What follows belongs to an exercise in optimizing a design on an open flow for small area, a short achievable clock period and few clock cycles per item; a production flow would make more cautious choices.
In this exercise RTL edits were held to simulation tests only and were not proved equivalent to the original.
The clock input has no modelled driver; a real chip could not lean on it and would need a root buffer or a full tree.
Power is estimated from default activity; no workload was simulated.

Setup of job 5066:
==> flow/design.v <==
`timescale 1ns / 1ps
module SquareRoot(outdata,checkflag,clk,rst,start,indata);
 input wire clk;
 input wire rst;
 input wire start;
 input wire [31:0] indata;
 output reg [15:0] outdata;    
 output reg checkflag;
 reg [13:0] h;       
 reg [15:0] r;       
 reg        neg;     
 reg        busy;
 reg [6:0]  j;       
 reg        late;    
 wire last = j[6] & ~j[5];       
 wire [15:0] m;
 assign m[1:0] = 2'b11;
 genvar k;
 generate
    for (k = 2; k <= 8; k = k + 1) begin : mlo
        assign m[k] = j[k-2] | late;
    end
    for (k = 9; k <= 14; k = k + 1) begin : mhi
        assign m[k] = late & ~j[k-9];
    end
 endgenerate
 assign m[15] = 1'b0;
 wire [17:0] sum = {r, h[13], outdata[15]} + {(outdata & m) ^ {16{~neg}}, 2'b11};
 function [4:0] first2;
    input [3:0] n;
    begin
    case (n)
    4'd0:  first2 = {2'd0, 3'd0};
    4'd1:  first2 = {2'd1, 3'd0};
    4'd2:  first2 = {2'd1, 3'd1};
    4'd3:  first2 = {2'd1, 3'd2};
    4'd4:  first2 = {2'd2, 3'd0};
    4'd5:  first2 = {2'd2, 3'd1};
    4'd6:  first2 = {2'd2, 3'd2};
    4'd7:  first2 = {2'd2, 3'd3};
    4'd8:  first2 = {2'd2, 3'd4};
    4'd9:  first2 = {2'd3, 3'd0};
    4'd10: first2 = {2'd3, 3'd1};
    4'd11: first2 = {2'd3, 3'd2};
    4'd12: first2 = {2'd3, 3'd3};
    4'd13: first2 = {2'd3, 3'd4};
    4'd14: first2 = {2'd3, 3'd5};
    default: first2 = {2'd3, 3'd6};
    endcase
    end
 endfunction
 wire [1:0] q0;
 wire [2:0] r0;
 assign {q0, r0} = first2(indata[31:28]);
 wire [13:0] hi_in, lo_in;
 generate
    for (k = 0; k < 14; k = k + 1) begin : split
        assign hi_in[k] = indata[2*k+1];
        assign lo_in[k] = indata[2*k];
    end
 endgenerate
 always @(posedge clk) begin
    if (!busy) begin
        h   <= hi_in;
        r   <= {13'd0, r0};
        neg <= 1'b0;
        j   <= 7'd0;
        late <= 1'b0;
    end else begin
        h   <= {h[12:0], 1'b0};
        r   <= sum[15:0];
        neg <= sum[17];
        j   <= {j[5:0], ~j[6]};
        late <= j[6] & (j[0] | j[5]);    
    end
 end
 wire sel_shift = busy;
 wire sel_load  = ~busy & start;
 wire sel_hold  = ~busy & ~start;
 always @(posedge clk)
    outdata <= ({16{sel_shift}} & {outdata[14:0], ~sum[17]})
             | ({16{sel_load}}  & {lo_in, q0})
             | ({16{sel_hold}}  & outdata);
 always @(posedge clk) begin
    if (rst) begin
        busy      <= 1'b0;
        checkflag <= 1'b0;
    end else if (start & !busy) begin
        busy      <= 1'b1;
        checkflag <= 1'b0;
    end else if (busy & last) begin
        busy      <= 1'b0;
        checkflag <= 1'b1;
    end
 end
endmodule
clock: 8.5 ns
lec_check: 0
abc_area: 1
cap_margin: 20
core_margin: 2
core_utilization: 60
setup_slack_margin: 5
slew_margin: 20
standard.sh (not shown) runs the stock make flow with config.mk's settings and CLKGATE_MAP_FILE= SYNTH_SCRIPT=/design/flow/synth_recipe.tcl, a recipe that flattens the netlist after the stock synthesis.
==> flow/flow/run.sh <==
#!/bin/bash
set -euo pipefail
MARGIN=$(cat flow/margin.txt)
export PRE_CTS_TCL="$PWD/flow/pre_cts.tcl"
bash standard.sh "SYNTH_SCRIPT=$PWD/flow/synth.tcl" \
  "BUFFER_PORTS_ARGS=-buffer_cell sky130_fd_sc_hd__buf_1" \
  "SETUP_SLACK_MARGIN=$MARGIN" "PRE_CTS_TCL=$PRE_CTS_TCL" finish > standard.log 2>&1
==> flow/flow/abc.script <==
strash
dch -f
map -a
topo
stime -c
buffer -c
upsize -c
dnsize -c
==> flow/flow/margin.txt <==
6.0
==> flow/flow/synth.tcl <==
# The standard synthesis (synth_recipe.tcl, which keeps the registers and
# their names), with ABC given flow/abc.script instead of ORFS's script.
set ::own_abc_script [file join [file dirname [file normalize [info script]]] abc.script]
proc abc {args} {
  set i [lsearch -exact $args -script]
  if {$i >= 0} { lset args [expr {$i + 1}] $::own_abc_script }
  yosys abc {*}$args
}
source [file join [file dirname [file dirname [file normalize [info script]]]] synth_recipe.tcl]
Other scripts of this flow, unchanged in this note and not shown: flow/flow/pre_cts.tcl
Testbench counts of job 5066, summed over its fixed seeds: cycles 30,720, ops 2,048.
Changes in job 3092 relative to job 5066:
==> flow/flow/abc.script <==
strash
dch -f
map -a
topo
stime -c
--- a/flow/config.mk
+++ b/flow/config.mk
@@ -9,5 +9,5 @@
 export CAP_MARGIN = 20
 export CORE_MARGIN = 2
-export CORE_UTILIZATION = 60
+export CORE_UTILIZATION = 75
 export SETUP_SLACK_MARGIN = 5
 export SLEW_MARGIN = 20
Findings:
Comparing job 5066 and job 3092, the higher number of well-tap cells placed was measured on job 5066. The worst voltage drop across the vdd grid reported for job 3092 is smaller than that of job 5066 by 4.7%. Comparing job 5066 and job 3092, final standard cell area without fillers is lower on job 5066. Going from job 5066 to job 3092, post-route fraction of the period consumed by the critical path up 1.3 points, hold slack +0.014 ns, power consumption increased by 19% relative to the old numbers. Looking at startpoint of the worst setup timing path, the neg$_SDFF_PN0_ result is from job 3092; the outdata[0]$_DFF_P_ one comes from job 5066. Run comparison: job 3092 capturing element of the worst setup path r[14]$_SDFF_PN0_; job 5066 capturing element of the worst setup path outdata[0].
diff inputs: job 3092 => job 6286
==> flow/flow/run.sh <==
#!/bin/bash
set -euo pipefail
MARGIN=$(cat flow/margin.txt)
export PRE_CTS_TCL="$PWD/flow/pre_cts.tcl"
bash standard.sh "BUFFER_PORTS_ARGS=-buffer_cell sky130_fd_sc_hd__buf_1" \
  "SETUP_SLACK_MARGIN=$MARGIN" "PRE_CTS_TCL=$PRE_CTS_TCL" finish > standard.log 2>&1
==> flow/flow/margin.txt <==
6.1
--- a/flow/config.mk
+++ b/flow/config.mk
@@ -6,5 +6,4 @@
 export NUM_CORES = 4
 export LEC_CHECK = 0
-export ABC_AREA = 1
 export CAP_MARGIN = 20
 export CORE_MARGIN = 2
removed: flow/flow/abc.script
removed: flow/flow/synth.tcl
Notes after the runs:
Sequential fraction of the synthesis area: job 6286 vs job 3092 down 4.5 points. When the final numbers for job 3092 and job 6286 were put side by side, the number of post-CTS setup repair buffers turned out to be smaller in job 3092. Job 6286: it failed with a tool error in 5_1_grt, so there are no final results. As of job 6286, die outline height had risen by a few percent compared to job 3092. Summary of job 6286 over job 3092: synthesized netlist net count has decreased; post-place setup slack has decreased; post-synthesis share of cell area spent on xor and xnor gates has increased; final weighted congestion in routability-driven placement has increased; mapped cell area has increased. On standard cell area after detailed placement: between job 3092 and job 6286, it ends up higher for job 6286.
Relative to job 6286, the following input files were edited for job 3550:
==> flow/flow/run.sh <==
#!/bin/bash
set -euo pipefail
MARGIN=$(cat flow/margin.txt)
export PRE_CTS_TCL="$PWD/flow/pre_cts.tcl"
bash standard.sh "SYNTH_SCRIPT=$PWD/flow/synth.tcl" \
  "BUFFER_PORTS_ARGS=-buffer_cell sky130_fd_sc_hd__buf_1" \
  "SETUP_SLACK_MARGIN=$MARGIN" "PRE_CTS_TCL=$PRE_CTS_TCL" finish > standard.log 2>&1
==> flow/flow/abc.script (new file) <==
strash
dch -f
map -a
topo
stime -c
buffer -c
upsize -c
dnsize -c
==> flow/flow/margin.txt <==
6.2
==> flow/flow/synth.tcl (new file) <==
# The standard synthesis (synth_recipe.tcl, which keeps the registers and
# their names), with ABC given flow/abc.script instead of ORFS's script.
set ::own_abc_script [file join [file dirname [file normalize [info script]]] abc.script]
proc abc {args} {
  set i [lsearch -exact $args -script]
  if {$i >= 0} { lset args [expr {$i + 1}] $::own_abc_script }
  yosys abc {*}$args
}
source [file join [file dirname [file dirname [file normalize [info script]]]] synth_recipe.tcl]
--- a/flow/config.mk
+++ b/flow/config.mk
@@ -6,7 +6,8 @@
 export NUM_CORES = 4
 export LEC_CHECK = 0
+export ABC_AREA = 1
 export CAP_MARGIN = 20
 export CORE_MARGIN = 2
-export CORE_UTILIZATION = 75
+export CORE_UTILIZATION = 55
 export SETUP_SLACK_MARGIN = 5
 export SLEW_MARGIN = 20
Findings:
- HPWL reported at the end of detailed placement: job 3550 vs job 6286 down 7.5%
- The area after synthesis of job 3550 is lower than that of job 6286.
- Delta(placement-stage cell area, job 3550 - job 6286) < 0
- Job 3550 ends up with higher share of synthesized cell area in and, or, nand and nor gates than job 6286 does.
- When the final numbers for job 3550 and job 6286 were put side by side, the post-synthesis mux area share turned out to be smaller in job 3550.
- Against job 6286, job 3550 comes in 17 higher on number of setup buffers added after CTS.
- Compare job 3550 and job 6286 | site row count higher: job 3550
- Job 3550 vs. job 6286: count of flip-flops with a built-in enable after synthesis stayed essentially flat, gate count after technology mapping now larger, number of distinct library cells after synthesis now smaller.
- Having completed the whole flow, job 3550 delivered a layout that passed the timing, design-rule and antenna checks.
Edits applied to the flow inputs when going from job 3550 to job 6235:
==> flow/flow/run.sh <==
#!/bin/bash
set -euo pipefail
MARGIN=$(cat flow/margin.txt)
export PRE_CTS_TCL="$PWD/flow/pre_cts.tcl"
bash standard.sh "BUFFER_PORTS_ARGS=-buffer_cell sky130_fd_sc_hd__buf_1" \
  "SETUP_SLACK_MARGIN=$MARGIN" "PRE_CTS_TCL=$PRE_CTS_TCL" finish > standard.log 2>&1
==> flow/flow/margin.txt <==
5.8
--- a/flow/config.mk
+++ b/flow/config.mk
@@ -6,8 +6,7 @@
 export NUM_CORES = 4
 export LEC_CHECK = 0
-export ABC_AREA = 1
 export CAP_MARGIN = 20
 export CORE_MARGIN = 2
-export CORE_UTILIZATION = 55
+export CORE_UTILIZATION = 75
 export SETUP_SLACK_MARGIN = 5
 export SLEW_MARGIN = 20
removed: flow/flow/abc.script
removed: flow/flow/synth.tcl
[summary]
Job 6235 ended with more xor/xnor cell area share of the yosys netlist than job 3550.
Between job 3550 and job 6235, height of the chip decreased.
Lower number of well taps among job 3550 and job 6235: job 6235
Die area shrinks by more than 10% when moving from job 3550 to job 6235.
Compared with job 3550, in job 6235 shortest clock period the worst path allows after layout higher, part of the total power dissipated in combinational logic lower, final instance area lower.
In job 5066, job 3092, job 3550 and job 6235 the design's own scripts or RTL, not TritonCTS, make the clock network.

---

Setup of v42:
Starts from the design.v that is shown in full above.
==> flow/config.mk <==
export PLATFORM = sky130hd
export DESIGN_NAME = SquareRoot
export DESIGN_NICKNAME = SquareRoot
export VERILOG_FILES = /design/flow/design.v
export SDC_FILE = /design/flow/constraint.sdc
export NUM_CORES = 4
export LEC_CHECK = 0
export ABC_AREA = 1
export CAP_MARGIN = 20
export CORE_MARGIN = 2
export CORE_UTILIZATION = 55
export SETUP_SLACK_MARGIN = 5
export SLEW_MARGIN = 20
==> flow/constraint.sdc <==
create_clock -name core_clock -period 8.5 [get_ports {clk}]
set_input_delay 1.7000 -clock core_clock [delete_from_list [all_inputs] [get_ports {clk}]]
set_output_delay 1.7000 -clock core_clock [all_outputs]
set_load 0.01 [all_outputs]
==> flow/flow/run.sh <==
#!/bin/bash
set -euo pipefail
MARGIN=$(cat flow/margin.txt)
export PRE_CTS_TCL="$PWD/flow/pre_cts.tcl"
bash standard.sh "SYNTH_SCRIPT=$PWD/flow/synth.tcl" \
  "BUFFER_PORTS_ARGS=-buffer_cell sky130_fd_sc_hd__buf_1" \
  "SETUP_SLACK_MARGIN=$MARGIN" "PRE_CTS_TCL=$PRE_CTS_TCL" finish > standard.log 2>&1
==> flow/flow/abc.script <==
strash
dch -f
map -a
topo
stime -c
buffer -c
upsize -c
dnsize -c
==> flow/flow/margin.txt <==
6.1
==> flow/flow/synth.tcl <==
# The standard synthesis (synth_recipe.tcl, which keeps the registers and
# their names), with ABC given flow/abc.script instead of ORFS's script.
set ::own_abc_script [file join [file dirname [file normalize [info script]]] abc.script]
proc abc {args} {
  set i [lsearch -exact $args -script]
  if {$i >= 0} { lset args [expr {$i + 1}] $::own_abc_script }
  yosys abc {*}$args
}
source [file join [file dirname [file dirname [file normalize [info script]]]] synth_recipe.tcl]
Other scripts of this flow, unchanged in this note and not shown: flow/flow/pre_cts.tcl
Testbench counts of v42, summed over its fixed seeds: cycles 30,720, ops 2,048.
#### Input delta (v35 over v42)
Settings: ABC_CLOCK_PERIOD_IN_PS newly set to 2500; CORE_UTILIZATION changed from 55 to 75.
==> flow/flow/run.sh <==
#!/bin/bash
set -euo pipefail
MARGIN=$(cat flow/margin.txt)
export PRE_CTS_TCL="$PWD/flow/pre_cts.tcl"
bash standard.sh "BUFFER_PORTS_ARGS=-buffer_cell sky130_fd_sc_hd__buf_1" \
  "SETUP_SLACK_MARGIN=$MARGIN" "PRE_CTS_TCL=$PRE_CTS_TCL" finish > standard.log 2>&1
==> flow/flow/margin.txt <==
6.0
removed: flow/flow/abc.script
removed: flow/flow/synth.tcl
## What came out
Detail-routed net length per standard cell ended up about 12% higher on v35 than on v42. Delta(core utilization, v35 - v42) > 0. Smallest setup slack after layout, v35 and v42: smaller value in v35.
Here is what was changed in the inputs of v49 compared with v35.
Settings: changing CORE_UTILIZATION from 75 to 65; removing ABC_CLOCK_PERIOD_IN_PS (formerly 2500).
==> flow/flow/run.sh <==
#!/bin/bash
set -euo pipefail
MARGIN=$(cat flow/margin.txt)
export PRE_CTS_TCL="$PWD/flow/pre_cts.tcl"
bash standard.sh "SYNTH_SCRIPT=$PWD/flow/synth.tcl" \
  "BUFFER_PORTS_ARGS=-buffer_cell sky130_fd_sc_hd__buf_1" \
  "SETUP_SLACK_MARGIN=$MARGIN" "PRE_CTS_TCL=$PRE_CTS_TCL" finish > standard.log 2>&1
==> flow/flow/abc.script (new file) <==
strash
dch -f
map -a
topo
stime -c
buffer -c
upsize -c
dnsize -c
==> flow/flow/synth.tcl (new file) <==
# The standard synthesis (synth_recipe.tcl, which keeps the registers and
# their names), with ABC given flow/abc.script instead of ORFS's script.
set ::own_abc_script [file join [file dirname [file normalize [info script]]] abc.script]
proc abc {args} {
  set i [lsearch -exact $args -script]
  if {$i >= 0} { lset args [expr {$i + 1}] $::own_abc_script }
  yosys abc {*}$args
}
source [file join [file dirname [file dirname [file normalize [info script]]]] synth_recipe.tcl]
Findings:
Main combinational cell family by area after synthesis: simple AND/OR/NAND/NOR gates -> v35, compound AO/OA/AOI/OAI gates -> v49
Area added between synthesis and finish: v49 vs v35 up 4.8 points
Going from v35 to v49, minimum hold slack saw little to no change; clock period minus worst slack saw a decrease; clock transition at the registers of the reported paths saw little to no change; share of the final layout cell area in multi-input gates saw a decrease; design area saw a decrease.
Looking at startpoint of the worst setup timing path, the start result is from v49; the outdata[0] one comes from v35.
Changes observed in v49 relative to v35: total power consumption of the routed design shows a reduction of about 3.6%; number of non-clock inverters in the layout now sits lower; final routed wirelength across all metal layers fell 15%.
Compared with v35, v49 shows a higher layout cell share with drive strength beyond 1.
#### Input delta (v14 over v49)
Settings: CORE_UTILIZATION now 50, was 65.
==> flow/flow/margin.txt <==
6.1
Findings:
Of the two values seen for startpoint of the worst setup timing path, start was produced by v49 and outdata[2] by v14.
Changes observed in v14 relative to v49: setup slack rose by 0.011 ns; die area rose by 28%.
Compared with v49, in v14 clock skew about even; proportion of power drawn by the clock network went down 0.2 points.
Slowest stage cell on the critical path: sky130_fd_sc_hd__buf_12 -> v49, sky130_fd_sc_hd__dfxtp_4 -> v14
No run of this note takes its clock network from TritonCTS; it comes from the design's own scripts or RTL.

---

// SquareRoot: RTL as listed in full above, without the edits since
export LEC_CHECK = 0
export ABC_AREA = 1
export CAP_MARGIN = 20
export CORE_MARGIN = 2
export CORE_UTILIZATION = 55
export SETUP_SLACK_MARGIN = 5
export SLEW_MARGIN = 20
create_clock -name core_clock -period 8.5 [get_ports {clk}]
==> flow/flow/run.sh <==
#!/bin/bash
set -euo pipefail
MARGIN=$(cat flow/margin.txt)
export PRE_CTS_TCL="$PWD/flow/pre_cts.tcl"
bash standard.sh "SYNTH_SCRIPT=$PWD/flow/synth.tcl" \
  "BUFFER_PORTS_ARGS=-buffer_cell sky130_fd_sc_hd__buf_1" \
  "SETUP_SLACK_MARGIN=$MARGIN" "PRE_CTS_TCL=$PRE_CTS_TCL" finish > standard.log 2>&1
==> flow/flow/abc.script <==
strash
dch -f
map -a
topo
stime -c
buffer -c
upsize -c
dnsize -c
==> flow/flow/synth.tcl <==
# The standard synthesis (synth_recipe.tcl, which keeps the registers and
# their names), with ABC given flow/abc.script instead of ORFS's script.
set ::own_abc_script [file join [file dirname [file normalize [info script]]] abc.script]
proc abc {args} {
  set i [lsearch -exact $args -script]
  if {$i >= 0} { lset args [expr {$i + 1}] $::own_abc_script }
  yosys abc {*}$args
}
source [file join [file dirname [file dirname [file normalize [info script]]]] synth_recipe.tcl]
Other scripts of this flow, unchanged in this note and not shown: flow/flow/margin.txt, flow/flow/pre_cts.tcl
The starting point completed without violations.
Testbench counts at the start, summed over its fixed seeds: cycles 30,720, ops 2,048.
Change:
==> flow/flow/run.sh (replaced) <==
#!/bin/bash
set -euo pipefail
MARGIN=$(cat flow/margin.txt)
export PRE_CTS_TCL="$PWD/flow/pre_cts.tcl"
bash standard.sh "BUFFER_PORTS_ARGS=-buffer_cell sky130_fd_sc_hd__buf_1" \
  "SETUP_SLACK_MARGIN=$MARGIN" "PRE_CTS_TCL=$PRE_CTS_TCL" finish > standard.log 2>&1
- ABC_AREA: 1 -> default
- CORE_UTILIZATION: 55 -> 75
removed: flow/flow/abc.script
removed: flow/flow/synth.tcl
Via count went up by about 4.4%.
Die area is lower by 20%.
Core utilization rose by 22 points.
Hold slack improves by 0.020 ns.
Clock power is about the same.
In every run of this note, the design's own scripts or RTL, not TritonCTS, make the clock network.

static timing again, ports no longer ideal:
How much do the figures lean on ideal ports? The routed layouts below were timed once more, with nothing changed but the port constraints.
Step 1 sets driving cells, clkbuf_16 on the clock port and buf_2 on the other inputs (assumed; they add their load-dependent delay and slew).
Step 2, shift: input delay + t, output delay - t, t = (earliest + latest rising clock arrival at the registers) / 2. This alone moves slack from input paths to output paths.
Slacks: no drivers / after step 1 / after step 2; pairs: no drivers / after step 1.
run	t, ns	slack for setup (ns)	worst setup path after step 2	worst slew at a driven data input, ns
job 5066	0.210	6.043 / 5.997 / 5.858	input to register	0.04
job 3092	0.213	5.929 / 5.929 / 5.784	input to register	0.05
job 3550	0.215	6.052 / 6.004 / 6.013	input to register	0.06
job 6235	0.211	5.926 / 5.952 / 5.740	input to register	0.04
v42	0.210	6.126 / 6.079 / 5.954	input to register	0.04
v35	0.213	6.025 / 5.977 / 5.896	input to register	0.04
v49	0.210	6.035 / 5.990 / 5.853	input to register	0.04
v14	0.210	6.046 / 6.046 / 5.916	input to register	0.04
the first run of note 3	0.209	6.029 / 5.982 / 5.887	input to register	0.04
the second run of note 3	0.212	6.002 / 5.957 / 5.866	input to register	0.04
After both steps setup and hold are still met in every run listed. For job 6235, which loses most, drivers alone change the setup slack by +0.026 ns; drivers and shift together by -0.186 ns.
